Background: an optimization exercise with open tools, aiming at small area. Do not read the settings as production practice. RTL that was checked went through simulation tests only; none was proved equivalent to the original. Function not checked in run 1: the RTL went through the layout flow alone.

[design/flow/design.v]
`timescale 1ns / 1ps
module dflopie #(
    parameter W = 1
) (
    input               clk_i, 
    input               rst_n_i,
    input               en_i,
    input       [W-1:0] data_in, 
    output      [W-1:0] data_out 
);
reg [W-1:0] data_out_reg;
always @(posedge clk_i or negedge rst_n_i) begin
    if(!rst_n_i) begin 
        data_out_reg <= 0;
    end
    else if(en_i) begin 
        data_out_reg <= data_in;
    end
end
assign data_out = data_out_reg;
endmodule
`timescale 1ns / 1ps
module fir_filter #(
    parameter  INPUT_SIGNAL = 8,
    parameter  CO_EFF_WIDTH = 8,
    parameter  OUTPUT_SIGNAL = 16,
    parameter  TAPS          = 7
) (
    input clk_i,
    input rst_n_i,
    input en_i,
    input signed [INPUT_SIGNAL-1:0] noisy_sig_i,
    output reg signed [OUTPUT_SIGNAL-1:0] filtered_res_o
);
reg [7:0] h1, h2, h3, h4, h5, h6;
wire en_n;
fir_inv u_en_n (.a(en_i), .y(en_n));
wire [7:0] h1_d, h2_d, h3_d, h4_d, h5_d, h6_d;
wire [7:0] h1_k, h2_k, h3_k, h4_k, h5_k, h6_k;
fir_nand u_k1[7:0] (.a(en_n), .b(h1), .y(h1_k));
fir_oai u_d1[7:0] (.g(h1_k), .p(en_n), .c(noisy_sig_i), .y(h1_d));
fir_nand u_k2[7:0] (.a(en_n), .b(h2), .y(h2_k));
fir_oai u_d2[7:0] (.g(h2_k), .p(en_n), .c(h1), .y(h2_d));
fir_nand u_k3[7:0] (.a(en_n), .b(h3), .y(h3_k));
fir_oai u_d3[7:0] (.g(h3_k), .p(en_n), .c(h2), .y(h3_d));
fir_nand u_k4[7:0] (.a(en_n), .b(h4), .y(h4_k));
fir_oai u_d4[7:0] (.g(h4_k), .p(en_n), .c(h3), .y(h4_d));
fir_nand u_k5[7:0] (.a(en_n), .b(h5), .y(h5_k));
fir_oai u_d5[7:0] (.g(h5_k), .p(en_n), .c(h4), .y(h5_d));
fir_nand u_k6[7:0] (.a(en_n), .b(h6), .y(h6_k));
fir_oai u_d6[7:0] (.g(h6_k), .p(en_n), .c(h5), .y(h6_d));
always @(posedge clk_i or negedge rst_n_i) begin
    if (!rst_n_i) begin
        h1 <= 8'hff; h2 <= 8'd0; h3 <= 8'hff; h4 <= 8'd0; h5 <= 8'hff; h6 <= 8'd0;
    end else begin
        h1 <= h1_d; h2 <= h2_d; h3 <= h3_d; h4 <= h4_d; h5 <= h5_d; h6 <= h6_d;
    end
end
wire x1;
fir_xor u_x1 (.a(h1[0]), .b(h5[0]), .y(x1));
wire g2;
fir_nor u_g2 (.a(h1[0]), .b(h5[0]), .y(g2));
wire iv3;
fir_inv u_iv3 (.a(g2), .y(iv3));
wire s4, c5;
fir_fa u_s4 (.a(h1[1]), .b(h5[1]), .c(iv3), .s(s4), .co(c5));
wire s6, c7;
fir_fa u_s6 (.a(h1[2]), .b(h5[2]), .c(c5), .s(s6), .co(c7));
wire s8, c9;
fir_fa u_s8 (.a(h1[3]), .b(h5[3]), .c(c7), .s(s8), .co(c9));
wire s10, c11;
fir_fa u_s10 (.a(h1[4]), .b(h5[4]), .c(c9), .s(s10), .co(c11));
wire s12, c13;
fir_fa u_s12 (.a(h1[5]), .b(h5[5]), .c(c11), .s(s12), .co(c13));
wire s14, c15;
fir_fa u_s14 (.a(h1[6]), .b(h5[6]), .c(c13), .s(s14), .co(c15));
wire iv16;
fir_inv u_iv16 (.a(c15), .y(iv16));
wire s17, c18;
fir_fa u_s17 (.a(h1[7]), .b(h5[7]), .c(iv16), .s(s17), .co(c18));
wire x19;
fir_xor u_x19 (.a(h2[0]), .b(h4[0]), .y(x19));
wire g20;
fir_nand u_g20 (.a(h2[0]), .b(h4[0]), .y(g20));
wire iv21;
fir_inv u_iv21 (.a(g20), .y(iv21));
wire s22, c23;
fir_fa u_s22 (.a(h2[1]), .b(h4[1]), .c(iv21), .s(s22), .co(c23));
wire s24, c25;
fir_fa u_s24 (.a(h2[2]), .b(h4[2]), .c(c23), .s(s24), .co(c25));
wire s26, c27;
fir_fa u_s26 (.a(h2[3]), .b(h4[3]), .c(c25), .s(s26), .co(c27));
wire s28, c29;
fir_fa u_s28 (.a(h2[4]), .b(h4[4]), .c(c27), .s(s28), .co(c29));
wire s30, c31;
fir_fa u_s30 (.a(h2[5]), .b(h4[5]), .c(c29), .s(s30), .co(c31));
wire s32, c33;
fir_fa u_s32 (.a(h2[6]), .b(h4[6]), .c(c31), .s(s32), .co(c33));
wire iv34;
fir_inv u_iv34 (.a(c33), .y(iv34));
wire s35, c36;
fir_fa u_s35 (.a(h2[7]), .b(h4[7]), .c(iv34), .s(s35), .co(c36));
wire x37;
fir_xor u_x37 (.a(h6[0]), .b(x1), .y(x37));
wire g38;
fir_nand u_g38 (.a(h6[0]), .b(x1), .y(g38));
wire iv39;
fir_inv u_iv39 (.a(x19), .y(iv39));
wire s40, c41;
fir_fa u_s40 (.a(iv39), .b(x37), .c(noisy_sig_i[0]), .s(s40), .co(c41));
wire iv42;
fir_inv u_iv42 (.a(s40), .y(iv42));
wire iv43;
fir_inv u_iv43 (.a(g38), .y(iv43));
wire s44, c45;
fir_fa u_s44 (.a(h3[0]), .b(h6[1]), .c(iv43), .s(s44), .co(c45));
wire iv46;
fir_inv u_iv46 (.a(noisy_sig_i[1]), .y(iv46));
wire s47, c48;
fir_fa u_s47 (.a(s4), .b(s22), .c(iv46), .s(s47), .co(c48));
wire iv49;
fir_inv u_iv49 (.a(s47), .y(iv49));
wire s50, c51;
fir_fa u_s50 (.a(s44), .b(c41), .c(iv49), .s(s50), .co(c51));
wire s52, c53;
fir_fa u_s52 (.a(h3[0]), .b(h3[1]), .c(h6[2]), .s(s52), .co(c53));
wire s54, c55;
fir_fa u_s54 (.a(s52), .b(c45), .c(noisy_sig_i[2]), .s(s54), .co(c55));
wire s56, c57;
fir_fa u_s56 (.a(s6), .b(s24), .c(c48), .s(s56), .co(c57));
wire s58, c59;
fir_fa u_s58 (.a(s54), .b(c51), .c(s50), .s(s58), .co(c59));
wire x60;
fir_xnor u_x60 (.a(s56), .b(s58), .y(x60));
wire g61;
wire iv62;
fir_inv u_iv62 (.a(s56), .y(iv62));
fir_nor u_g61 (.a(iv62), .b(s58), .y(g61));
wire s63, c64;
fir_fa u_s63 (.a(h3[1]), .b(h3[2]), .c(h6[3]), .s(s63), .co(c64));
wire iv65;
fir_inv u_iv65 (.a(x1), .y(iv65));
wire s66, c67;
fir_fa u_s66 (.a(iv65), .b(c53), .c(s63), .s(s66), .co(c67));
wire s68, c69;
fir_fa u_s68 (.a(noisy_sig_i[3]), .b(s66), .c(c55), .s(s68), .co(c69));
wire s70, c71;
fir_fa u_s70 (.a(s8), .b(s26), .c(c57), .s(s70), .co(c71));
wire iv72;
fir_inv u_iv72 (.a(s70), .y(iv72));
wire s73, c74;
fir_fa u_s73 (.a(s68), .b(iv72), .c(c59), .s(s73), .co(c74));
wire x75;
fir_xnor u_x75 (.a(g61), .b(s73), .y(x75));
wire g76;
wire iv77;
fir_inv u_iv77 (.a(g61), .y(iv77));
fir_nor u_g76 (.a(iv77), .b(s73), .y(g76));
wire s78, c79;
fir_fa u_s78 (.a(h3[2]), .b(h3[3]), .c(h6[4]), .s(s78), .co(c79));
wire s80, c81;
fir_fa u_s80 (.a(c64), .b(s78), .c(s4), .s(s80), .co(c81));
wire s82, c83;
fir_fa u_s82 (.a(iv65), .b(noisy_sig_i[4]), .c(c67), .s(s82), .co(c83));
wire s84, c85;
fir_fa u_s84 (.a(s80), .b(s82), .c(c69), .s(s84), .co(c85));
wire s86, c87;
fir_fa u_s86 (.a(s10), .b(s28), .c(c71), .s(s86), .co(c87));
wire iv88;
fir_inv u_iv88 (.a(s86), .y(iv88));
wire s89, c90;
fir_fa u_s89 (.a(s84), .b(iv88), .c(c74), .s(s89), .co(c90));
wire x91;
fir_xnor u_x91 (.a(g76), .b(s89), .y(x91));
wire g92;
wire iv93;
fir_inv u_iv93 (.a(g76), .y(iv93));
fir_nor u_g92 (.a(iv93), .b(s89), .y(g92));
wire s94, c95;
fir_fa u_s94 (.a(h3[0]), .b(h3[3]), .c(h3[4]), .s(s94), .co(c95));
wire s96, c97;
fir_fa u_s96 (.a(h6[5]), .b(c79), .c(s94), .s(s96), .co(c97));
wire s98, c99;
fir_fa u_s98 (.a(s4), .b(noisy_sig_i[5]), .c(s96), .s(s98), .co(c99));
wire s100, c101;
fir_fa u_s100 (.a(s6), .b(c81), .c(c83), .s(s100), .co(c101));
wire s102, c103;
fir_fa u_s102 (.a(s98), .b(s100), .c(c85), .s(s102), .co(c103));
wire s104, c105;
fir_fa u_s104 (.a(x19), .b(s12), .c(s30), .s(s104), .co(c105));
wire iv106;
fir_inv u_iv106 (.a(s102), .y(iv106));
wire s107, c108;
fir_fa u_s107 (.a(c87), .b(iv106), .c(s104), .s(s107), .co(c108));
wire iv109;
fir_inv u_iv109 (.a(c90), .y(iv109));
wire s110, c111;
fir_fa u_s110 (.a(iv109), .b(s107), .c(g92), .s(s110), .co(c111));
wire s112, c113;
fir_fa u_s112 (.a(h3[1]), .b(h3[4]), .c(h3[5]), .s(s112), .co(c113));
wire s114, c115;
fir_fa u_s114 (.a(h6[6]), .b(c95), .c(s112), .s(s114), .co(c115));
wire s116, c117;
fir_fa u_s116 (.a(noisy_sig_i[6]), .b(c97), .c(s114), .s(s116), .co(c117));
wire s118, c119;
fir_fa u_s118 (.a(s6), .b(c99), .c(s8), .s(s118), .co(c119));
wire iv120;
fir_inv u_iv120 (.a(s22), .y(iv120));
wire s121, c122;
fir_fa u_s121 (.a(iv120), .b(s116), .c(c101), .s(s121), .co(c122));
wire s123, c124;
fir_fa u_s123 (.a(s118), .b(s121), .c(c103), .s(s123), .co(c124));
wire s125, c126;
fir_fa u_s125 (.a(s14), .b(s32), .c(c105), .s(s125), .co(c126));
wire iv127;
fir_inv u_iv127 (.a(s123), .y(iv127));
wire s128, c129;
fir_fa u_s128 (.a(iv127), .b(c108), .c(s125), .s(s128), .co(c129));
wire x130;
fir_xor u_x130 (.a(s128), .b(c111), .y(x130));
wire g131;
fir_nand u_g131 (.a(s128), .b(c111), .y(g131));
wire s132, c133;
fir_fa u_s132 (.a(h3[2]), .b(h3[5]), .c(h3[6]), .s(s132), .co(c133));
wire iv134;
fir_inv u_iv134 (.a(h6[7]), .y(iv134));
wire s135, c136;
fir_fa u_s135 (.a(iv134), .b(c113), .c(s132), .s(s135), .co(c136));
wire iv137;
fir_inv u_iv137 (.a(noisy_sig_i[7]), .y(iv137));
wire s138, c139;
fir_fa u_s138 (.a(iv137), .b(c115), .c(s135), .s(s138), .co(c139));
wire s140, c141;
fir_fa u_s140 (.a(c117), .b(s8), .c(s138), .s(s140), .co(c141));
wire s142, c143;
fir_fa u_s142 (.a(s10), .b(c119), .c(c122), .s(s142), .co(c143));
wire s144, c145;
fir_fa u_s144 (.a(s140), .b(s142), .c(c124), .s(s144), .co(c145));
wire s146, c147;
fir_fa u_s146 (.a(s17), .b(s35), .c(s144), .s(s146), .co(c147));
wire s148, c149;
fir_fa u_s148 (.a(s24), .b(c126), .c(c129), .s(s148), .co(c149));
wire iv150;
fir_inv u_iv150 (.a(s148), .y(iv150));
wire s151, c152;
fir_fa u_s151 (.a(s146), .b(g131), .c(iv150), .s(s151), .co(c152));
wire iv153;
fir_inv u_iv153 (.a(s151), .y(iv153));
wire iv154;
fir_inv u_iv154 (.a(h3[7]), .y(iv154));
wire s155, c156;
fir_fa u_s155 (.a(h3[3]), .b(h3[6]), .c(iv154), .s(s155), .co(c156));
wire s157, c158;
fir_fa u_s157 (.a(c133), .b(s155), .c(c136), .s(s157), .co(c158));
wire iv159;
fir_inv u_iv159 (.a(s26), .y(iv159));
wire s160, c161;
fir_fa u_s160 (.a(c139), .b(s157), .c(iv159), .s(s160), .co(c161));
wire s162, c163;
fir_fa u_s162 (.a(s10), .b(c141), .c(s160), .s(s162), .co(c163));
wire s164, c165;
fir_fa u_s164 (.a(s12), .b(c143), .c(s162), .s(s164), .co(c165));
wire s166, c167;
fir_fa u_s166 (.a(c18), .b(c36), .c(s164), .s(s166), .co(c167));
wire s168, c169;
fir_fa u_s168 (.a(c145), .b(s166), .c(c147), .s(s168), .co(c169));
wire iv170;
fir_inv u_iv170 (.a(c149), .y(iv170));
wire s171, c172;
fir_fa u_s171 (.a(iv170), .b(s168), .c(c152), .s(s171), .co(c172));
wire iv173;
fir_inv u_iv173 (.a(s171), .y(iv173));
wire s174, c175;
fir_fa u_s174 (.a(h3[4]), .b(iv154), .c(c156), .s(s174), .co(c175));
wire s176, c177;
fir_fa u_s176 (.a(s174), .b(c158), .c(c161), .s(s176), .co(c177));
wire s178, c179;
fir_fa u_s178 (.a(s12), .b(c163), .c(s176), .s(s178), .co(c179));
wire s180, c181;
fir_fa u_s180 (.a(s14), .b(c165), .c(s178), .s(s180), .co(c181));
wire iv182;
fir_inv u_iv182 (.a(s28), .y(iv182));
wire s183, c184;
fir_fa u_s183 (.a(iv182), .b(c167), .c(s180), .s(s183), .co(c184));
wire s185, c186;
fir_fa u_s185 (.a(s183), .b(c169), .c(c172), .s(s185), .co(c186));
wire s187, c188;
fir_fa u_s187 (.a(h3[5]), .b(c175), .c(c177), .s(s187), .co(c188));
wire s189, c190;
fir_fa u_s189 (.a(s14), .b(c179), .c(s187), .s(s189), .co(c190));
wire iv191;
fir_inv u_iv191 (.a(c181), .y(iv191));
wire s192, c193;
fir_fa u_s192 (.a(s30), .b(s17), .c(iv191), .s(s192), .co(c193));
wire iv194;
fir_inv u_iv194 (.a(s192), .y(iv194));
wire s195, c196;
fir_fa u_s195 (.a(s189), .b(c184), .c(iv194), .s(s195), .co(c196));
wire g197;
fir_or u_g197 (.a(s195), .b(c186), .y(g197));
wire x198;
fir_xnor u_x198 (.a(s195), .b(c186), .y(x198));
wire x199;
fir_xor u_x199 (.a(x198), .b(s185), .y(x199));
wire cy200;
fir_oai u_cy200 (.g(g197), .p(x198), .c(s185), .y(cy200));
wire iv201;
fir_inv u_iv201 (.a(s32), .y(iv201));
wire s202, c203;
fir_fa u_s202 (.a(h3[6]), .b(iv201), .c(c188), .s(s202), .co(c203));
wire iv204;
fir_inv u_iv204 (.a(c190), .y(iv204));
wire s205, c206;
fir_fa u_s205 (.a(c18), .b(s17), .c(iv204), .s(s205), .co(c206));
wire iv207;
fir_inv u_iv207 (.a(s202), .y(iv207));
wire s208, c209;
fir_fa u_s208 (.a(iv207), .b(c193), .c(s205), .s(s208), .co(c209));
wire g210;
wire iv211;
fir_inv u_iv211 (.a(s208), .y(iv211));
fir_nor u_g210 (.a(iv211), .b(c196), .y(g210));
wire x212;
fir_xnor u_x212 (.a(s208), .b(c196), .y(x212));
wire x213;
fir_xor u_x213 (.a(x212), .b(cy200), .y(x213));
wire cy214;
fir_aoi u_cy214 (.g(g210), .p(x212), .c(cy200), .y(cy214));
wire iv215;
fir_inv u_iv215 (.a(s35), .y(iv215));
wire s216, c217;
fir_fa u_s216 (.a(h3[7]), .b(c18), .c(iv215), .s(s216), .co(c217));
wire iv218;
fir_inv u_iv218 (.a(c203), .y(iv218));
wire s219, c220;
fir_fa u_s219 (.a(iv218), .b(c206), .c(s216), .s(s219), .co(c220));
wire x221;
fir_xor u_x221 (.a(s219), .b(c209), .y(x221));
wire g222;
fir_nor u_g222 (.a(s219), .b(c209), .y(g222));
wire x223;
fir_xor u_x223 (.a(x221), .b(cy214), .y(x223));
wire g224;
fir_nor u_g224 (.a(x221), .b(cy214), .y(g224));
wire iv225;
fir_inv u_iv225 (.a(c36), .y(iv225));
wire s226, c227;
fir_fa u_s226 (.a(iv225), .b(c217), .c(c220), .s(s226), .co(c227));
wire x228;
fir_xor u_x228 (.a(g222), .b(s226), .y(x228));
wire g229;
wire iv230;
fir_inv u_iv230 (.a(g222), .y(iv230));
fir_nor u_g229 (.a(iv230), .b(s226), .y(g229));
wire x231;
fir_xor u_x231 (.a(x228), .b(g224), .y(x231));
wire g232;
fir_nand u_g232 (.a(x228), .b(g224), .y(g232));
wire g233;
wire iv234;
fir_inv u_iv234 (.a(g229), .y(iv234));
fir_nand u_g233 (.a(c227), .b(iv234), .y(g233));
wire x235;
fir_xor u_x235 (.a(c227), .b(g229), .y(x235));
wire x236;
fir_xor u_x236 (.a(x235), .b(g232), .y(x236));
wire cy237;
fir_oai u_cy237 (.g(g233), .p(x235), .c(g232), .y(cy237));
wire iv238;
fir_inv u_iv238 (.a(cy237), .y(iv238));
wire [15:0] y = {iv238, x236, x231, x223, x213, x199, s185, iv173, iv153, x130, s110, x91, x75, x60, s50, iv42};
always @(posedge clk_i or negedge rst_n_i) begin
    if (!rst_n_i)
        filtered_res_o <= 16'sd0;
    else
        filtered_res_o <= y;
end
endmodule
module fir_aoi (input g, input p, input c, output y);
assign y = ~(g | (p & c));
endmodule
module fir_fa (input a, input b, input c, output s, output co);
assign s = a ^ b ^ c;
assign co = (a & b) | (a & c) | (b & c);
endmodule
module fir_inv (input a, output y);
assign y = ~a;
endmodule
module fir_nand (input a, input b, output y);
assign y = ~(a & b);
endmodule
module fir_nor (input a, input b, output y);
assign y = ~(a | b);
endmodule
module fir_oai (input g, input p, input c, output y);
assign y = ~(g & (p | c));
endmodule
module fir_or (input a, input b, output y);
assign y = a | b;
endmodule
module fir_xnor (input a, input b, output y);
assign y = ~(a ^ b);
endmodule
module fir_xor (input a, input b, output y);
assign y = a ^ b;
endmodule
[design/flow/run.sh]
#!/bin/bash
# synth_recipe.tcl (not shown) runs the flow's synth.tcl, then flattens the netlist and writes it again
# the make line also repeats each setting of config.mk as NAME=value (left out here)
make -C /OpenROAD-flow-scripts/flow DESIGN_CONFIG=/design/flow/config.mk WORK_HOME=/design/flow/orfs CLKGATE_MAP_FILE= SYNTH_SCRIPT=/design/flow/synth_recipe.tcl finish
[design/flow/config.mk]
export PLATFORM = sky130hd
export DESIGN_NAME = fir_filter
export DESIGN_NICKNAME = fir_filter
export VERILOG_FILES = /design/flow/design.v
export SDC_FILE = /design/flow/constraint.sdc
export NUM_CORES = 4
export LEC_CHECK = 0
export ABC_AREA = 0
export CAP_MARGIN = 20
export CORE_MARGIN = 2
export CORE_UTILIZATION = 40
export SLEW_MARGIN = 20
export SYNTH_HIERARCHICAL = 1
export SYNTH_MINIMUM_KEEP_SIZE = 0
[design/flow/constraint.sdc]
create_clock -name core_clock -period 7.0 [get_ports {clk_i}]
set_input_delay 1.4000 -clock core_clock [delete_from_list [all_inputs] [get_ports {clk_i}]]
set_output_delay 1.4000 -clock core_clock [all_outputs]
set_load 0.01 [all_outputs]
==> results of run 1 <==
modules after synthesis (local to each module, per instance):
| module | cells inside | copies in the design | cell area, um^2 |
|---|---|---|---|
| fir_aoi | 1 | 1 | 8.76 |
| fir_fa | 1 | 82 | 20.0 |
| fir_filter | 64 | 1 | 1630 |
| fir_inv | 1 | 41 | 3.75 |
| fir_nand | 1 | 53 | 3.75 |
| fir_nor | 1 | 8 | 3.75 |
| fir_oai | 1 | 50 | 5.00 |
| fir_or | 1 | 1 | 6.26 |
| fir_xnor | 1 | 5 | 8.76 |
| fir_xor | 1 | 12 | 8.76 |
through the flow:
stage	TNS (ns)	util
2_1_floorplan	0	-
3_3_place_gp	-0.197	0.463
3_5_place_dp	-0.294	0.463
4_1_cts	0	0.483
5_1_grt	0	0.487
6_report	0	0.487
logic make-up (layout without fill, tap and decap cells):
group / after synthesis / in the layout / synth area share
adders and majority gates: 82 / 82 / 0.403
DFF: 64 / 64 / 0.401
and+or+nand+nor: 62 / 62 / 0.0578
xor gates and xnor gates: 17 / 17 / 0.0366
AOI/OAI and AO/OA: 51 / 51 / 0.0636
buffers and inverters: 41 / 92 / 0.0378
area by class of cell:
| type | instances | area [um^2] |
|---|---|---|
| Tap cell | 133 | 166 |
| Clock buffer | 12 | 155 |
| Inverter | 41 | 154 |
| Multi-Input combinational cell | 212 | 2300 |
| Sequential cell | 64 | 1630 |
| Clock inverter | 3 | 42.5 |
| Timing Repair Buffer | 36 | 330 |
| Fill cell | 911 | 5030 |
state kept, by name (all words and copies together), names as in the netlist:
name / cells
h2: 8
h6: 8
h3: 8
filtered_res_o: 16
h4: 8
h1: 8
h5: 8
timing repair:
action / in CTS / in global routing
setup buffers: 0 / 3
gates resized for setup: 0 / 8
endpoints found under the setup margin: 0 / 2
hold buffers: 0 / 0
worst reg2reg max path, cell delays in order, from the launching register on:
cell and delay (ns):
dfstp_2 0.39, nor2_1 0.11, inv_1 0.06, fa_1 0.38, fa_1 0.39, fa_1 0.40
fa_1 0.41, fa_2 0.62, fa_1 0.46, fa_2 0.36, fa_1 0.41, fa_1 0.48
inv_1 0.05, fa_1 0.38, fa_1 0.39, fa_1 0.41, xnor2_1 0.17, o21ai_2 0.18
a21oi_2 0.09, nor2_2 0.14, nand2_1 0.09, xor2_1 0.17
cell usage in the layout, fill, tap and decap left out, drive strengths merged:
master / n
clkdlybuf4s50: 25
inv: 41
dfrtp: 40
a21oi: 1
nand2: 53
bufinv: 1
nor2: 8
clkbuf: 12
o21ai: 50
xor2: 12
or2: 1
clkinvlp: 1
clkinv: 1
dfstp: 24
xnor2: 5
buf: 11
fa: 82
per-layer routing:
metal / up-vias / global-route usage / part of all wire
met5: - / 0 / 0
met4: 0 / 0.0486 / 0.012
met1: 1138 / 0.200 / 0.48
met3: 6 / 0.0324 / 0.033
met2: 34 / 0.205 / 0.47
li1: 1076 / - / -
synth_stat cells:
master / n
fa_1: 82
nand2_1: 53
o21ai_1: 50
inv_1: 41
dfrtp_1: 40
dfstp_2: 24
xor2_1: 12
nor2_1: 8
xnor2_1: 5
a21oi_2: 1
or2_1: 1
path summary, 6_finish.rpt:
path                                 from  cells after the start                 end
max                        noisy_sig_i[2]                     19  filtered_res_o[14]
min                                 h4[1]                      1               h5[1]
max reg2reg                         h5[0]                     21  filtered_res_o[14]
min reg2reg                         h4[1]                      1               h5[1]
max in group asynchronous         rst_n_i                      2               h2[0]
min in group asynchronous         rst_n_i                      2               h2[6]
==> flow_summary.ini, run 1 <==
[run_status]
status = finished clean

[place]
place_worst_setup_slack_ns = -0.148
hpwl_mm = 5.28
numPortBuffers = 26
gp_congestion = 0.832
place_area_um2 = 4540
dp_cells = 483

[sta]
fin_crit_sh = 0.959
finClkSkew_ns = 0.00987
max_freq_mhz = 149
relSlewSlack = 0.421
min_period_ns = 6.71
timing.hold.ws_ns = 0.470
fin_ws_ns = 0.288
rsz0062_at_grt = no
slew_violations = 0
hold_viol_final = 0
worstMarginPinSlew_ns = 0.869
final-setup-viol-count = 0

[layout]
diodes = 0
fin_nets = 457
drive_gt1_frac = 0.160
design_area_um2 = 4780
fin_cells = 501
areaGrowthSynthToFinish_pct = 17.6

[global_route]
grt_max_degree = 97
grt_usage = 0.138
grt_pass1_vias = 2376
antenna_found_initial = 0
grt_pass1_wl_mm = 11.7
grt_overflow = 0

[routing]
drt_pass1_iterations = 4
drtIter0Drc = 68
wl_mm = 6.61
antenna_left = 0
drc = 0
num_vias = 2254
vias_per_cell = 4.50
wl_per_cell_um = 13.2

[yosys]
synth_top_area_cell = fa_1
avgSynthCellArea_um2 = 12.8
synth.distinct_cells = 11
yosysWarnings = 7
syn-cell-area_um2 = 4070
synth_top_area_frac = 0.403
synthTopCellsByArea = fa_1, dfrtp_1, dfstp_2, o21ai_1, nand2_1
ys_ff_latch = 64
syn_inst = 317
synth_fp_nets = 410
synth-seq-area-share = 0.401

[critical_path]
slowest_stage = fa_1
crit_type = in2reg
cp_common_cell = fa_1
crit_path_max_incr_delay_ns = 0.48
start_kind = input pin
critPathMaxFanout = 2
crit_path_cell_trace = clkdlybuf4s50_1, fa_1, fa_1, fa_1, fa_1, fa_1, inv_1, fa_1, fa_1, inv_1, fa_1, fa_1, fa_1, xnor2_1, o21ai_2, a21oi_2, nor2_2, nand2_1, xor2_1
path_buf_inv = 3
path_delay_family = adder cells
cp.arrival_ns = 6.92
end_kind = register
rrSetupSlack_ns = 0.36
crit_required_ns = 7.21

[cts]
cts_root_buffer = clkbuf_8
cts.htree.levels = 3
cts_buffers = 9
clkTransAtPathRegs_ns = 0.07
cts_tree = built
cts_buffer_depth = 2
cts_sinks = 64
clock_latency_ns = 0.34

[floorplanning]
io_pins = 27
dieWidth_um = 105
die_h_um = 105
coreArea_um2 = 9820
die-area_um2 = 11000
initial_core_util = 0.415
core.rowCount = 36

[hold_path]
hp-class = reg2reg

[run]
cap_violations = 0
==> run 2: changes to the inputs <==
--- a/design/flow/design.v
+++ b/design/flow/design.v
@@ -218,6 +218,6 @@
 fir_fa u_s128 (.a(iv127), .b(c108), .c(s125), .s(s128), .co(c129));
-wire x130;
-fir_xor u_x130 (.a(s128), .b(c111), .y(x130));
-wire g131;
-fir_nand u_g131 (.a(s128), .b(c111), .y(g131));
+wire g130;
+fir_nand u_g130 (.a(s128), .b(c111), .y(g130));
+wire x131;
+fir_xor u_x131 (.a(s128), .b(c111), .y(x131));
 wire s132, c133;
@@ -242,131 +242,149 @@
 fir_fa u_s148 (.a(s24), .b(c126), .c(c129), .s(s148), .co(c149));
-wire iv150;
-fir_inv u_iv150 (.a(s148), .y(iv150));
-wire s151, c152;
-fir_fa u_s151 (.a(s146), .b(g131), .c(iv150), .s(s151), .co(c152));
-wire iv153;
-fir_inv u_iv153 (.a(s151), .y(iv153));
-wire iv154;
-fir_inv u_iv154 (.a(h3[7]), .y(iv154));
-wire s155, c156;
-fir_fa u_s155 (.a(h3[3]), .b(h3[6]), .c(iv154), .s(s155), .co(c156));
-wire s157, c158;
-fir_fa u_s157 (.a(c133), .b(s155), .c(c136), .s(s157), .co(c158));
-wire iv159;
-fir_inv u_iv159 (.a(s26), .y(iv159));
-wire s160, c161;
-fir_fa u_s160 (.a(c139), .b(s157), .c(iv159), .s(s160), .co(c161));
-wire s162, c163;
-fir_fa u_s162 (.a(s10), .b(c141), .c(s160), .s(s162), .co(c163));
-wire s164, c165;
-fir_fa u_s164 (.a(s12), .b(c143), .c(s162), .s(s164), .co(c165));
-wire s166, c167;
-fir_fa u_s166 (.a(c18), .b(c36), .c(s164), .s(s166), .co(c167));
-wire s168, c169;
-fir_fa u_s168 (.a(c145), .b(s166), .c(c147), .s(s168), .co(c169));
-wire iv170;
-fir_inv u_iv170 (.a(c149), .y(iv170));
-wire s171, c172;
-fir_fa u_s171 (.a(iv170), .b(s168), .c(c152), .s(s171), .co(c172));
-wire iv173;
-fir_inv u_iv173 (.a(s171), .y(iv173));
-wire s174, c175;
-fir_fa u_s174 (.a(h3[4]), .b(iv154), .c(c156), .s(s174), .co(c175));
+wire g150;
+wire iv151;
+fir_inv u_iv151 (.a(s146), .y(iv151));
+fir_nand u_g150 (.a(s148), .b(iv151), .y(g150));
+wire x152;
+fir_xor u_x152 (.a(s146), .b(s148), .y(x152));
+wire x153;
+fir_xor u_x153 (.a(x152), .b(g130), .y(x153));
+wire cy154;
+fir_oai u_cy154 (.g(g150), .p(x152), .c(g130), .y(cy154));
+wire iv155;
+fir_inv u_iv155 (.a(h3[7]), .y(iv155));
+wire s156, c157;
+fir_fa u_s156 (.a(h3[3]), .b(h3[6]), .c(iv155), .s(s156), .co(c157));
+wire s158, c159;
+fir_fa u_s158 (.a(c133), .b(s156), .c(c136), .s(s158), .co(c159));
+wire iv160;
+fir_inv u_iv160 (.a(s26), .y(iv160));
+wire s161, c162;
+fir_fa u_s161 (.a(c139), .b(s158), .c(iv160), .s(s161), .co(c162));
+wire s163, c164;
+fir_fa u_s163 (.a(s10), .b(c141), .c(s161), .s(s163), .co(c164));
+wire s165, c166;
+fir_fa u_s165 (.a(s12), .b(c143), .c(s163), .s(s165), .co(c166));
+wire s167, c168;
+fir_fa u_s167 (.a(c18), .b(c36), .c(s165), .s(s167), .co(c168));
+wire s169, c170;
+fir_fa u_s169 (.a(c145), .b(s167), .c(c147), .s(s169), .co(c170));
+wire g171;
+wire iv172;
+fir_inv u_iv172 (.a(c149), .y(iv172));
+fir_nor u_g171 (.a(iv172), .b(s169), .y(g171));
+wire x173;
+fir_xnor u_x173 (.a(c149), .b(s169), .y(x173));
+wire x174;
+fir_xor u_x174 (.a(x173), .b(cy154), .y(x174));
+wire cy175;
+fir_aoi u_cy175 (.g(g171), .p(x173), .c(cy154), .y(cy175));
 wire s176, c177;
-fir_fa u_s176 (.a(s174), .b(c158), .c(c161), .s(s176), .co(c177));
+fir_fa u_s176 (.a(h3[4]), .b(iv155), .c(c157), .s(s176), .co(c177));
 wire s178, c179;
-fir_fa u_s178 (.a(s12), .b(c163), .c(s176), .s(s178), .co(c179));
+fir_fa u_s178 (.a(s176), .b(c159), .c(c162), .s(s178), .co(c179));
 wire s180, c181;
-fir_fa u_s180 (.a(s14), .b(c165), .c(s178), .s(s180), .co(c181));
-wire iv182;
-fir_inv u_iv182 (.a(s28), .y(iv182));
-wire s183, c184;
-fir_fa u_s183 (.a(iv182), .b(c167), .c(s180), .s(s183), .co(c184));
+fir_fa u_s180 (.a(s12), .b(c164), .c(s178), .s(s180), .co(c181));
+wire s182, c183;
+fir_fa u_s182 (.a(s14), .b(c166), .c(s180), .s(s182), .co(c183));
+wire iv184;
+fir_inv u_iv184 (.a(s28), .y(iv184));
 wire s185, c186;
-fir_fa u_s185 (.a(s183), .b(c169), .c(c172), .s(s185), .co(c186));
-wire s187, c188;
-fir_fa u_s187 (.a(h3[5]), .b(c175), .c(c177), .s(s187), .co(c188));
-wire s189, c190;
-fir_fa u_s189 (.a(s14), .b(c179), .c(s187), .s(s189), .co(c190));
-wire iv191;
-fir_inv u_iv191 (.a(c181), .y(iv191));
-wire s192, c193;
-fir_fa u_s192 (.a(s30), .b(s17), .c(iv191), .s(s192), .co(c193));
-wire iv194;
-fir_inv u_iv194 (.a(s192), .y(iv194));
-wire s195, c196;
-fir_fa u_s195 (.a(s189), .b(c184), .c(iv194), .s(s195), .co(c196));
-wire g197;
-fir_or u_g197 (.a(s195), .b(c186), .y(g197));
-wire x198;
-fir_xnor u_x198 (.a(s195), .b(c186), .y(x198));
-wire x199;
-fir_xor u_x199 (.a(x198), .b(s185), .y(x199));
-wire cy200;
-fir_oai u_cy200 (.g(g197), .p(x198), .c(s185), .y(cy200));
-wire iv201;
-fir_inv u_iv201 (.a(s32), .y(iv201));
-wire s202, c203;
-fir_fa u_s202 (.a(h3[6]), .b(iv201), .c(c188), .s(s202), .co(c203));
-wire iv204;
-fir_inv u_iv204 (.a(c190), .y(iv204));
-wire s205, c206;
-fir_fa u_s205 (.a(c18), .b(s17), .c(iv204), .s(s205), .co(c206));
-wire iv207;
-fir_inv u_iv207 (.a(s202), .y(iv207));
-wire s208, c209;
-fir_fa u_s208 (.a(iv207), .b(c193), .c(s205), .s(s208), .co(c209));
-wire g210;
-wire iv211;
-fir_inv u_iv211 (.a(s208), .y(iv211));
-fir_nor u_g210 (.a(iv211), .b(c196), .y(g210));
-wire x212;
-fir_xnor u_x212 (.a(s208), .b(c196), .y(x212));
-wire x213;
-fir_xor u_x213 (.a(x212), .b(cy200), .y(x213));
-wire cy214;
-fir_aoi u_cy214 (.g(g210), .p(x212), .c(cy200), .y(cy214));
-wire iv215;
-fir_inv u_iv215 (.a(s35), .y(iv215));
-wire s216, c217;
-fir_fa u_s216 (.a(h3[7]), .b(c18), .c(iv215), .s(s216), .co(c217));
-wire iv218;
-fir_inv u_iv218 (.a(c203), .y(iv218));
-wire s219, c220;
-fir_fa u_s219 (.a(iv218), .b(c206), .c(s216), .s(s219), .co(c220));
-wire x221;
-fir_xor u_x221 (.a(s219), .b(c209), .y(x221));
-wire g222;
-fir_nor u_g222 (.a(s219), .b(c209), .y(g222));
-wire x223;
-fir_xor u_x223 (.a(x221), .b(cy214), .y(x223));
-wire g224;
-fir_nor u_g224 (.a(x221), .b(cy214), .y(g224));
-wire iv225;
-fir_inv u_iv225 (.a(c36), .y(iv225));
-wire s226, c227;
-fir_fa u_s226 (.a(iv225), .b(c217), .c(c220), .s(s226), .co(c227));
+fir_fa u_s185 (.a(iv184), .b(c168), .c(s182), .s(s185), .co(c186));
+wire x187;
+fir_xor u_x187 (.a(s185), .b(c170), .y(x187));
+wire g188;
+fir_nand u_g188 (.a(s185), .b(c170), .y(g188));
+wire x189;
+fir_xor u_x189 (.a(x187), .b(cy175), .y(x189));
+wire g190;
+fir_nor u_g190 (.a(x187), .b(cy175), .y(g190));
+wire s191, c192;
+fir_fa u_s191 (.a(h3[5]), .b(c177), .c(c179), .s(s191), .co(c192));
+wire s193, c194;
+fir_fa u_s193 (.a(s14), .b(c181), .c(s191), .s(s193), .co(c194));
+wire iv195;
+fir_inv u_iv195 (.a(c183), .y(iv195));
+wire s196, c197;
+fir_fa u_s196 (.a(s30), .b(s17), .c(iv195), .s(s196), .co(c197));
+wire iv198;
+fir_inv u_iv198 (.a(s196), .y(iv198));
+wire s199, c200;
+fir_fa u_s199 (.a(s193), .b(c186), .c(iv198), .s(s199), .co(c200));
+wire g201;
+wire iv202;
+fir_inv u_iv202 (.a(g188), .y(iv202));
+fir_nor u_g201 (.a(iv202), .b(s199), .y(g201));
+wire x203;
+fir_xnor u_x203 (.a(g188), .b(s199), .y(x203));
+wire x204;
+fir_xor u_x204 (.a(x203), .b(g190), .y(x204));
+wire cy205;
+fir_aoi u_cy205 (.g(g201), .p(x203), .c(g190), .y(cy205));
+wire iv206;
+fir_inv u_iv206 (.a(s32), .y(iv206));
+wire s207, c208;
+fir_fa u_s207 (.a(h3[6]), .b(iv206), .c(c192), .s(s207), .co(c208));
+wire iv209;
+fir_inv u_iv209 (.a(c194), .y(iv209));
+wire s210, c211;
+fir_fa u_s210 (.a(c18), .b(s17), .c(iv209), .s(s210), .co(c211));
+wire iv212;
+fir_inv u_iv212 (.a(s207), .y(iv212));
+wire s213, c214;
+fir_fa u_s213 (.a(iv212), .b(c197), .c(s210), .s(s213), .co(c214));
+wire g215;
+wire iv216;
+fir_inv u_iv216 (.a(c200), .y(iv216));
+fir_nand u_g215 (.a(s213), .b(iv216), .y(g215));
+wire x217;
+fir_xor u_x217 (.a(s213), .b(c200), .y(x217));
+wire x218;
+fir_xor u_x218 (.a(x217), .b(cy205), .y(x218));
+wire cy219;
+fir_oai u_cy219 (.g(g215), .p(x217), .c(cy205), .y(cy219));
+wire iv220;
+fir_inv u_iv220 (.a(s35), .y(iv220));
+wire s221, c222;
+fir_fa u_s221 (.a(h3[7]), .b(c18), .c(iv220), .s(s221), .co(c222));
+wire iv223;
+fir_inv u_iv223 (.a(c208), .y(iv223));
+wire s224, c225;
+fir_fa u_s224 (.a(iv223), .b(c211), .c(s221), .s(s224), .co(c225));
+wire x226;
+fir_xor u_x226 (.a(s224), .b(c214), .y(x226));
+wire g227;
+fir_nor u_g227 (.a(s224), .b(c214), .y(g227));
 wire x228;
-fir_xor u_x228 (.a(g222), .b(s226), .y(x228));
+fir_xnor u_x228 (.a(x226), .b(cy219), .y(x228));
 wire g229;
 wire iv230;
-fir_inv u_iv230 (.a(g222), .y(iv230));
-fir_nor u_g229 (.a(iv230), .b(s226), .y(g229));
-wire x231;
-fir_xor u_x231 (.a(x228), .b(g224), .y(x231));
-wire g232;
-fir_nand u_g232 (.a(x228), .b(g224), .y(g232));
-wire g233;
-wire iv234;
-fir_inv u_iv234 (.a(g229), .y(iv234));
-fir_nand u_g233 (.a(c227), .b(iv234), .y(g233));
-wire x235;
-fir_xor u_x235 (.a(c227), .b(g229), .y(x235));
-wire x236;
-fir_xor u_x236 (.a(x235), .b(g232), .y(x236));
-wire cy237;
-fir_oai u_cy237 (.g(g233), .p(x235), .c(g232), .y(cy237));
-wire iv238;
-fir_inv u_iv238 (.a(cy237), .y(iv238));
-wire [15:0] y = {iv238, x236, x231, x223, x213, x199, s185, iv173, iv153, x130, s110, x91, x75, x60, s50, iv42};
+fir_inv u_iv230 (.a(cy219), .y(iv230));
+fir_nor u_g229 (.a(iv230), .b(x226), .y(g229));
+wire iv231;
+fir_inv u_iv231 (.a(c36), .y(iv231));
+wire s232, c233;
+fir_fa u_s232 (.a(iv231), .b(c222), .c(c225), .s(s232), .co(c233));
+wire x234;
+fir_xor u_x234 (.a(g227), .b(s232), .y(x234));
+wire g235;
+wire iv236;
+fir_inv u_iv236 (.a(g227), .y(iv236));
+fir_nor u_g235 (.a(iv236), .b(s232), .y(g235));
+wire x237;
+fir_xor u_x237 (.a(x234), .b(g229), .y(x237));
+wire g238;
+fir_nand u_g238 (.a(x234), .b(g229), .y(g238));
+wire g239;
+wire iv240;
+fir_inv u_iv240 (.a(g235), .y(iv240));
+fir_nand u_g239 (.a(c233), .b(iv240), .y(g239));
+wire x241;
+fir_xor u_x241 (.a(c233), .b(g235), .y(x241));
+wire x242;
+fir_xor u_x242 (.a(x241), .b(g238), .y(x242));
+wire cy243;
+fir_oai u_cy243 (.g(g239), .p(x241), .c(g238), .y(cy243));
+wire iv244;
+fir_inv u_iv244 (.a(cy243), .y(iv244));
+wire [15:0] y = {iv244, x242, x237, x228, x218, x204, x189, x174, x153, x131, s110, x91, x75, x60, s50, iv42};
 always @(posedge clk_i or negedge rst_n_i) begin
@@ -397,5 +415,2 @@
 endmodule
-module fir_or (input a, input b, output y);
-assign y = a | b;
-endmodule
 module fir_xnor (input a, input b, output y);
==> design/flow/flow/run.sh (new file) <==
#!/bin/bash
# Standard layout, with the port buffers made of the smallest buffer cell.
set -euo pipefail
export BUFFER_PORTS_ARGS="-buffer_cell sky130_fd_sc_hd__buf_1"
bash standard.sh > standard.log 2>&1
==> design/flow/standard.sh (new file) <==
#!/bin/bash
# synth_recipe.tcl (not shown) runs the flow's synth.tcl, then flattens the netlist and writes it again
# the make line also repeats each setting of config.mk as NAME=value (left out here)
make -C /OpenROAD-flow-scripts/flow DESIGN_CONFIG=/design/flow/config.mk WORK_HOME=/design/flow/orfs CLKGATE_MAP_FILE= SYNTH_SCRIPT=/design/flow/synth_recipe.tcl "${@:-finish}"
--- a/design/flow/config.mk
+++ b/design/flow/config.mk
@@ -10,3 +10,5 @@
 export CORE_MARGIN = 2
-export CORE_UTILIZATION = 40
+export CORE_UTILIZATION = 60
+export CTS_BUF_LIST = sky130_fd_sc_hd__clkbuf_4
+export CTS_CLUSTER_SIZE = 32
 export SLEW_MARGIN = 20
removed: design/flow/run.sh
==> flow_summary.ini, run 2 <==
[critical_path]
end_kind = register
slowest_stage = fa_1
crit_type = reg2reg
cp.arrival_ns = 6.45
start_kind = register
crit_path_max_incr_delay_ns = 0.66
critPathMaxFanout = 4
cp_common_cell = fa_1
crit_path_cell_trace = nor2_1, inv_1, fa_1, fa_1, fa_1, fa_1, fa_1, fa_1, fa_1, fa_1, fa_1, xor2_1, o21ai_1, a21oi_2, nor2_1, a21oi_2, o21ai_1, inv_1, nor2_1, nand2_1, xor2_1
crit_required_ns = 7.29

[run_status]
status = finished clean

[yosys]
syn-cell-area_um2 = 4090
async_reset_ff_frac = 1.00
synthTopCellsByArea = fa_1, dfrtp_1, dfstp_2, o21ai_1, nand2_1
synth.most_common_cell = fa_1
synthFlopType = dfrtp_1
synth_edf_count = 0
synth_fp_nets = 416
yosys-top-cells-count = fa_1, nand2_1, o21ai_1
yosysWarnings = 7
syn_inst = 326
synth_top_area_cell = fa_1
synth_top_area_frac = 0.387
synth-seq-area-share = 0.399
ys_ff_latch = 64
avgSynthCellArea_um2 = 12.5
synth.distinct_cells = 10

[sta]
finClkSkew_ns = 0.0242
hold_viol_final = 0
final-setup-viol-count = 0
worstMarginPinSlew_ns = 0.861
setup-tns-final_ns = 0
slew_violations = 0
min_period_ns = 6.16
rsz0062_at_grt = no
fin_crit_sh = 0.880
fin_ws_ns = 0.838
max_freq_mhz = 162
relSlewSlack = 0.426

[cts]
cts.htree.levels = 3
cts_tree = built
cts_sinks = 64
cts_root_buffer = clkbuf_4
ctsResizeCount = 0
clkTransAtPathRegs_ns = 0.10
clock_latency_ns = 0.41
cts_buffers = 9
cts_buffer_depth = 2
hold_buffers = 0
postCtsSetupBuffers = 0

[routing]
drt_pass1_iterations = 4
vias_per_cell = 5.00
wl_mm = 6.38
drc = 0
num_vias = 2248
wl_per_cell_um = 14.2
drtIter0Drc = 61
antenna_left = 0

[place]
hpwl_mm = 5.14
place_worst_setup_slack_ns = 0.667
gp_congestion = 0.808
numPortBuffers = 26

[layout]
fin_nets = 455
fillers = 534
largest-register = filtered_res_o
diodes = 0
areaGrowthSynthToFinish_pct = 8.57
layout_commonest_cell = fa_1
layout_common_cells = fa_1, nand2_1, o21ai_1, inv_1, dfrtp_1
drive_gt1_frac = 0.122
largest_register_ffs = 16

[global_route]
antenna_found_initial = 0
grt_pass1_wl_mm = 11.2
grt_pass1_vias = 2297
grt_overflow = 0
grt_usage = 0.204
grt_max_degree = 97

[floorplanning]
coreArea_um2 = 6680
io_pins = 27
dieWidth_um = 86.6
initial_core_util = 0.612
core.rowCount = 30
die_h_um = 86.6
die-area_um2 = 7490

[run]
cap_violations = 0

[hold_path]
hp-class = reg2reg
-- run 2: changes by cell type in the layout (fill, tap and decap cells not counted), moves of 2 or more --
cell,before,now
nor2_1,7,10
clkbuf_8,11,0
xor2_1,12,17
clkdlybuf4s50_1,25,0
fa_1,77,79
fa_2,5,0
nand2_1,53,56
buf_4,10,2
o21ai_1,49,51
buf_1,0,25
clkbuf_4,0,12
-- run 2: metrics by stage --
step,hold WS (ns),instance area [um^2],util,std cells
after floorplan,0.446,4090,-,326
after global placement,0.456,4300,0.644,434
after detailed placement,0.465,4300,0.644,434
after CTS,0.473,4440,0.664,450
after global routing,0.500,4440,0.664,450
final,0.485,4440,0.664,450
-- run 2: worst paths after layout --
path	startpoint	to	slack [ns]	depth (start not counted)
worst max-delay path	h5[0]	filtered_res_o[14]	0.84	21
worst min-delay path	h4[4]	h5[4]	0.48	1
worst max register to register	h5[0]	filtered_res_o[14]	0.84	21
worst min register to register	h4[4]	h5[4]	0.48	1
max in group asynchronous	rst_n_i	h2[7]	5.36	2
min in group asynchronous	rst_n_i	h2[1]	1.14	2
-- run 2: cell type report --
class / instances / area [um^2] / area share
flip-flops and latches: 64 / 1630 / 0.368
repair buffers: 28 / 114 / 0.0256
inverters: 41 / 154 / 0.0347
clock inverters: 4 / 46.3 / 0.0104
well taps: 80 / 100 / 0.0225
clock buffers: 12 / 90.1 / 0.0203
multi-input cells: 221 / 2300 / 0.519
-- run 2: worst max-delay path: cells and delay by family, from the launching register on --
family                     cells  cell delay, ns
DFF                            1            0.40
AOI/OAI and AO/OA              4            0.62
buffers and inverters          2            0.12
and+or+nand+nor                4            0.54
adders and majority gates      9            4.00
xor gates and xnor gates       2            0.37
-- run 2: cells by family after synthesis --
family / Yosys count / synth area share
adders and majority gates: 79 / 0.387
and+or+nand+nor: 66 / 0.0606
buffers and inverters: 41 / 0.0376
AOI/OAI and AO/OA: 53 / 0.0667
xor gates and xnor gates: 23 / 0.0493
DFF: 64 / 0.399
-- run 2: metal layers --
layer | track usage | part of all wire | wire [um] | vias up
met4 | 0.0682 | 0.015 | 98 | 0
met5 | 0 | 0 | 0 | -
met1 | 0.301 | 0.50 | 3160 | 1109
met2 | 0.296 | 0.45 | 2870 | 38
met3 | 0.0610 | 0.041 | 259 | 9
li1 | - | - | - | 1092
-- run 2: Yosys stat by module (local to each module, per instance) --
module,copies in the design,cell area (um^2),flops+latches,cells
fir_aoi,2,8.76,0,1
fir_fa,79,20.0,0,1
fir_filter,1,1630,64,64
fir_inv,41,3.75,0,1
fir_nand,56,3.75,0,1
fir_nor,10,3.75,0,1
fir_oai,51,5.00,0,1
fir_xnor,6,8.76,0,1
fir_xor,17,8.76,0,1
==> run 3: changes to the inputs <==
==> design/flow/run.sh (new file) <==
#!/bin/bash
# synth_recipe.tcl (not shown) runs the flow's synth.tcl, then flattens the netlist and writes it again
# the make line also repeats each setting of config.mk as NAME=value (left out here)
make -C /OpenROAD-flow-scripts/flow DESIGN_CONFIG=/design/flow/config.mk WORK_HOME=/design/flow/orfs CLKGATE_MAP_FILE= SYNTH_SCRIPT=/design/flow/synth_recipe.tcl finish
removed: design/flow/flow/run.sh
removed: design/flow/standard.sh
==> flow_summary.ini, run 3 <==
[floorplanning]
die-area_um2 = 7490
coreArea_um2 = 6680
die_h_um = 86.6
io_pins = 27
dieWidth_um = 86.6
initial_core_util = 0.612
core.rowCount = 30

[cts]
clock_latency_ns = 0.42
clkTransAtPathRegs_ns = 0.10
cts.htree.levels = 3
cts_sinks = 64
cts_buffer_depth = 2
cts_tree = built
hold_buffers = 0
postCtsSetupBuffers = 0
cts_buffers = 9
cts_root_buffer = clkbuf_4
ctsResizeCount = 0

[routing]
antenna_left = 0
wl_mm = 6.48
drt_pass1_iterations = 4
num_vias = 2268
wl_per_cell_um = 14.4
drtIter0Drc = 76
drc = 0
vias_per_cell = 5.04

[layout]
largest_register_ffs = 16
largest-register = filtered_res_o
layout_common_cells = fa_1, nand2_1, o21ai_1, inv_1, dfrtp_1
diodes = 0
fin_nets = 455
drive_gt1_frac = 0.116
layout_commonest_cell = fa_1
final_util = 0.694
areaGrowthSynthToFinish_pct = 13.4

[sta]
rsz0062_at_grt = no
relSlewSlack = 0.438
finClkSkew_ns = 0.0157
slew_violations = 0
timing.hold.ws_ns = 0.477
fin_ws_ns = 0.730
setup-tns-final_ns = 0
fin_crit_sh = 0.896
min_period_ns = 6.27
max_freq_mhz = 159
worstMarginPinSlew_ns = 0.843
final-setup-viol-count = 0
hold_viol_final = 0

[global_route]
grt_max_degree = 97
grt_pass1_vias = 2379
grt_pass1_wl_mm = 11.3
antenna_found_initial = 0
grt_usage = 0.207
grt_overflow = 0

[hold_path]
hp-class = reg2reg

[yosys]
synth.most_common_cell = fa_1
syn-cell-area_um2 = 4090
ys_ff_latch = 64
synth_top_area_cell = fa_1
synth_fp_nets = 416
synth-seq-area-share = 0.399
syn_inst = 326
yosysWarnings = 7
avgSynthCellArea_um2 = 12.5
synth_edf_count = 0
synthTopCellsByArea = fa_1, dfrtp_1, dfstp_2, o21ai_1, nand2_1
yosys-top-cells-count = fa_1, nand2_1, o21ai_1
synthFlopType = dfrtp_1
synth.distinct_cells = 10
async_reset_ff_frac = 1.00
synth_top_area_frac = 0.387

[place]
place_worst_setup_slack_ns = 0.315
numPortBuffers = 26
gp_congestion = 0.839
hpwl_mm = 5.13

[critical_path]
crit_type = in2reg
crit_required_ns = 7.31
end_kind = register
start_kind = input pin
cp.arrival_ns = 6.58
critPathMaxFanout = 2

[run]
cap_violations = 0

[run_status]
status = finished clean
==> run 3: changes by cell type in the layout (fill, tap and decap cells not counted), moves of 2 or more <==
cell,change
buf_1,-25
clkdlybuf4s50_1,+25
clkbuf_4,-3
bufinv_16,+2
clkinv_1,+2
==> run 3: final cells by class <==
type                    instances  area, um^2
fillers                       529        2040
clock buffers                   9        67.6
inverters                      41         154
multi-input cells             221        2300
clock inverters                 7         110
well taps                      80         100
flip-flops and latches         64        1630
repair buffers                 28         270
==> run 3: cell families after synthesis <==
logic type	count (synthesis)	share of synthesized area
AO/OA/AOI/OAI	53	0.0667
XOR/XNOR	23	0.0493
adder cells (fa/ha/maj)	79	0.387
buffers and inverters	41	0.0376
flip-flops	64	0.399
AND/OR/NAND/NOR	66	0.0606
==> run 3: worst paths after layout <==
path,start,end,slack (ns),cells past startpoint
worst max-delay path,noisy_sig_i[2],filtered_res_o[15],0.73,19
worst min-delay path,h2[6],h3[6],0.48,1
worst max register to register,h5[0],filtered_res_o[15],0.80,22
worst min register to register,h2[6],h3[6],0.48,1
max in group asynchronous,rst_n_i,h2[7],5.35,2
min in group asynchronous,rst_n_i,h6[0],1.14,2
==> run 3: modules after synthesis, one instance, submodules excluded, a selection <==
module	times used	area [um^2]
fir_fa	79	20.0
fir_nand	56	3.75
fir_inv	41	3.75
fir_oai	51	5.00
fir_xor	17	8.76
fir_filter	1	1630
fir_nor	10	3.75
fir_aoi	2	8.76
==> run 3: stage by stage <==
stage          cell area (um^2)  cells
4_1_cts                    4640    450
3_3_place_gp               4460    434
2_1_floorplan              4090    326
5_1_grt                    4640    450
6_report                   4640    450
3_5_place_dp               4460    434
==> run 3: worst max-delay path, stage by stage <==
cell and delay [ns]:
clkdlybuf4s50_1 0.47, fa_1 0.42, fa_1 0.39, fa_1 0.40, fa_1 0.39, fa_1 0.39, fa_1 0.46, fa_1 0.39
fa_1 0.47, xnor2_1 0.28, a21oi_2 0.11, nor2_1 0.20, a21oi_2 0.09, o21ai_1 0.20, inv_1 0.07, nor2_1 0.16
nand2_1 0.10, o21ai_1 0.13, inv_1 0.05
==> run 3: layer usage <==
layer  track usage  vias up  part of all wire
met1         0.290     1117              0.49
met2         0.313       43              0.46
li1              -     1095                 -
met4        0.0923        0             0.023
met5             0        -                 0
met3        0.0533       13             0.032
==> run 4: changes to the inputs <==
--- a/design/flow/config.mk
+++ b/design/flow/config.mk
@@ -10,5 +10,3 @@
 export CORE_MARGIN = 2
-export CORE_UTILIZATION = 60
-export CTS_BUF_LIST = sky130_fd_sc_hd__clkbuf_4
-export CTS_CLUSTER_SIZE = 32
+export CORE_UTILIZATION = 40
 export SLEW_MARGIN = 20
==> flow_summary.ini, run 4 <==
[place]
numPortBuffers = 26
gp_congestion = 0.787
hpwl_mm = 5.25

[floorplanning]
coreArea_um2 = 9860
core.rowCount = 36
dieWidth_um = 105
die_h_um = 105
io_pins = 27
die-area_um2 = 11000
initial_core_util = 0.415

[critical_path]
crit_type = in2reg
cp_common_cell = fa_1
cp.arrival_ns = 6.57
end_kind = register
path_buf_inv = 3
slowest_stage = fa_1
path_delay_family = adder cells
critPathMaxFanout = 2
crit_path_cell_trace = clkdlybuf4s50_1, fa_1, fa_1, fa_1, fa_1, fa_1, fa_1, fa_1, fa_1, xnor2_1, a21oi_2, nor2_1, a21oi_2, o21ai_1, inv_1, nor2_1, nand2_1, o21ai_1, inv_1
crit_required_ns = 7.25
start_kind = input pin
crit_path_max_incr_delay_ns = 0.48

[routing]
drc = 0
wl_per_cell_um = 13.1
drtIter0Drc = 83
num_vias = 2236
wl_mm = 6.57
antenna_left = 0
drt_pass1_iterations = 4
vias_per_cell = 4.45

[yosys]
synth_top_area_frac = 0.387
synth-seq-area-share = 0.399
synth_edf_count = 0
synth.most_common_cell = fa_1
async_reset_ff_frac = 1.00
synth_fp_nets = 416
synthFlopType = dfrtp_1
ys_ff_latch = 64
yosysWarnings = 7
yosys-top-cells-count = fa_1, nand2_1, o21ai_1
synth_top_area_cell = fa_1
synth.distinct_cells = 10
syn-cell-area_um2 = 4090
synthTopCellsByArea = fa_1, dfrtp_1, dfstp_2, o21ai_1, nand2_1
syn_inst = 326
avgSynthCellArea_um2 = 12.5

[cts]
clock_latency_ns = 0.36
cts_root_buffer = clkbuf_8
cts_sinks = 64
cts_buffers = 9
postCtsSetupBuffers = 0
cts.htree.levels = 3
hold_buffers = 0
cts_tree = built
clkTransAtPathRegs_ns = 0.07
cts_buffer_depth = 2
ctsResizeCount = 0

[layout]
layout_commonest_cell = fa_1
layout_common_cells = fa_1, nand2_1, o21ai_1, inv_1, dfrtp_1
largest-register = filtered_res_o
multi_input_area_um2 = 2300
largest_register_ffs = 16
drive_gt1_frac = 0.124
final_util = 0.481
fin_nets = 455
diodes = 0
fillers = 897
areaGrowthSynthToFinish_pct = 16.0
ff_latch_area_um2 = 1630

[sta]
min_period_ns = 6.32
max_freq_mhz = 158
fin_crit_sh = 0.902
finClkSkew_ns = 0.00944
relSlewSlack = 0.425
worstMarginPinSlew_ns = 0.863
setup-tns-final_ns = 0
slew_violations = 0
rsz0062_at_grt = no
hold_viol_final = 0
final-setup-viol-count = 0

[run_status]
status = finished clean

[global_route]
grt_usage = 0.143
grt_overflow = 0
antenna_found_initial = 0
grt_pass1_wl_mm = 12.0
grt_max_degree = 97
grt_pass1_vias = 2453

[hold_path]
hp-class = reg2reg

[run]
cap_violations = 0
-- run 4: routing by layer --
layer | GRT usage | vias to the layer above | part of all wire
met5 | 0 | - | 0
met4 | 0.0657 | 0 | 0.014
met3 | 0.0299 | 7 | 0.038
met2 | 0.218 | 34 | 0.47
met1 | 0.198 | 1097 | 0.48
li1 | - | 1098 | -
-- run 4: worst register-to-register path, cell delays in order (launching register included) --
cell     delay (ns)
dfstp_2        0.39
nor2_1         0.12
inv_1          0.06
fa_1           0.38
fa_1           0.40
fa_1           0.39
fa_1           0.39
fa_1           0.67
fa_1           0.48
fa_1           0.41
fa_1           0.42
fa_1           0.47
xor2_1         0.20
o21ai_1        0.22
a21oi_2        0.10
nor2_1         0.20
a21oi_2        0.09
o21ai_1        0.20
inv_1          0.06
nor2_1         0.14
nand2_1        0.10
o21ai_1        0.14
inv_1          0.05
-- run 4: per-stage QoR --
step                      hold slack [ns]  cells  worst slack [ns]  cell area (um^2)
after floorplan                     0.446    326              1.03              4090
after global placement              0.454    487             0.347              4530
final                               0.468    503             0.683              4740
after detailed placement            0.464    487             0.301              4530
after CTS                           0.474    503             0.675              4740
after global routing                0.480    503             0.374              4740
-- run 4: final timing paths --
kind,to,slack (ns),cells after the start,start
min reg2reg,h5[3],0.47,1,h4[3]
min in group asynchronous,h4[3],1.21,2,rst_n_i
max,filtered_res_o[15],0.68,19,noisy_sig_i[2]
min,h5[3],0.47,1,h4[3]
max reg2reg,filtered_res_o[15],0.81,22,h5[0]
max in group asynchronous,filtered_res_o[11],5.27,2,rst_n_i
-- run 4: cells by family (layout without fill, tap and decap cells) --
| family | count (synthesis) | in the layout | synth area share |
|---|---|---|---|
| fa+ha+maj | 79 | 79 | 0.387 |
| simple gates | 66 | 66 | 0.0606 |
| flops | 64 | 64 | 0.399 |
| compound gates | 53 | 53 | 0.0667 |
| buf+inv | 41 | 85 | 0.0376 |
| xor+xnor | 23 | 23 | 0.0493 |
-- run 4: modules after synthesis, one instance, submodules excluded --
module | flip-flops and latches | times used
fir_filter | 64 | 1
fir_oai | 0 | 51
fir_inv | 0 | 41
fir_nor | 0 | 10
fir_xnor | 0 | 6
fir_nand | 0 | 56
fir_fa | 0 | 79
fir_aoi | 0 | 2
fir_xor | 0 | 17
-- run 4: area by class of cell --
cell class	count	share of cell area
clock inverter	7	0.0200
timing repair buffer	28	0.0570
tap	133	0.0351
clock buffer	9	0.0261
multi-input combinational	221	0.485
inverter	41	0.0324
sequential	64	0.344

-- separate check: timing with driven ports --
How much do the figures lean on ideal ports? The routed layouts below were timed once more, with nothing changed but the port constraints. Step 1 assumes that a clkbuf_16 drives the clock port and a buf_2 every other input. Step 2 moves the port delays by t, midway between the first and last clock arrival at a register: inputs arrive t later, outputs are due t later. That takes back most of the time a late clock gives input paths. Slacks: ideal ports / drivers / drivers and shift; pairs: ideal ports / drivers.
run	t (ns)	setup WS [ns]	worst slew at a driven data input, ns
run 1	0.363	0.288 / 0.295 / -0.069	0.03
run 2	0.431	0.838 / 0.838 / 0.685	0.03
run 3	0.438	0.730 / 0.738 / 0.300	0.03
run 4	0.381	0.683 / 0.685 / 0.304	0.03
Met with ideal ports but missed after step 2: setup timing in run 1. For run 3, which loses most, drivers alone change the setup slack by +0.008 ns; drivers and shift together by -0.430 ns.
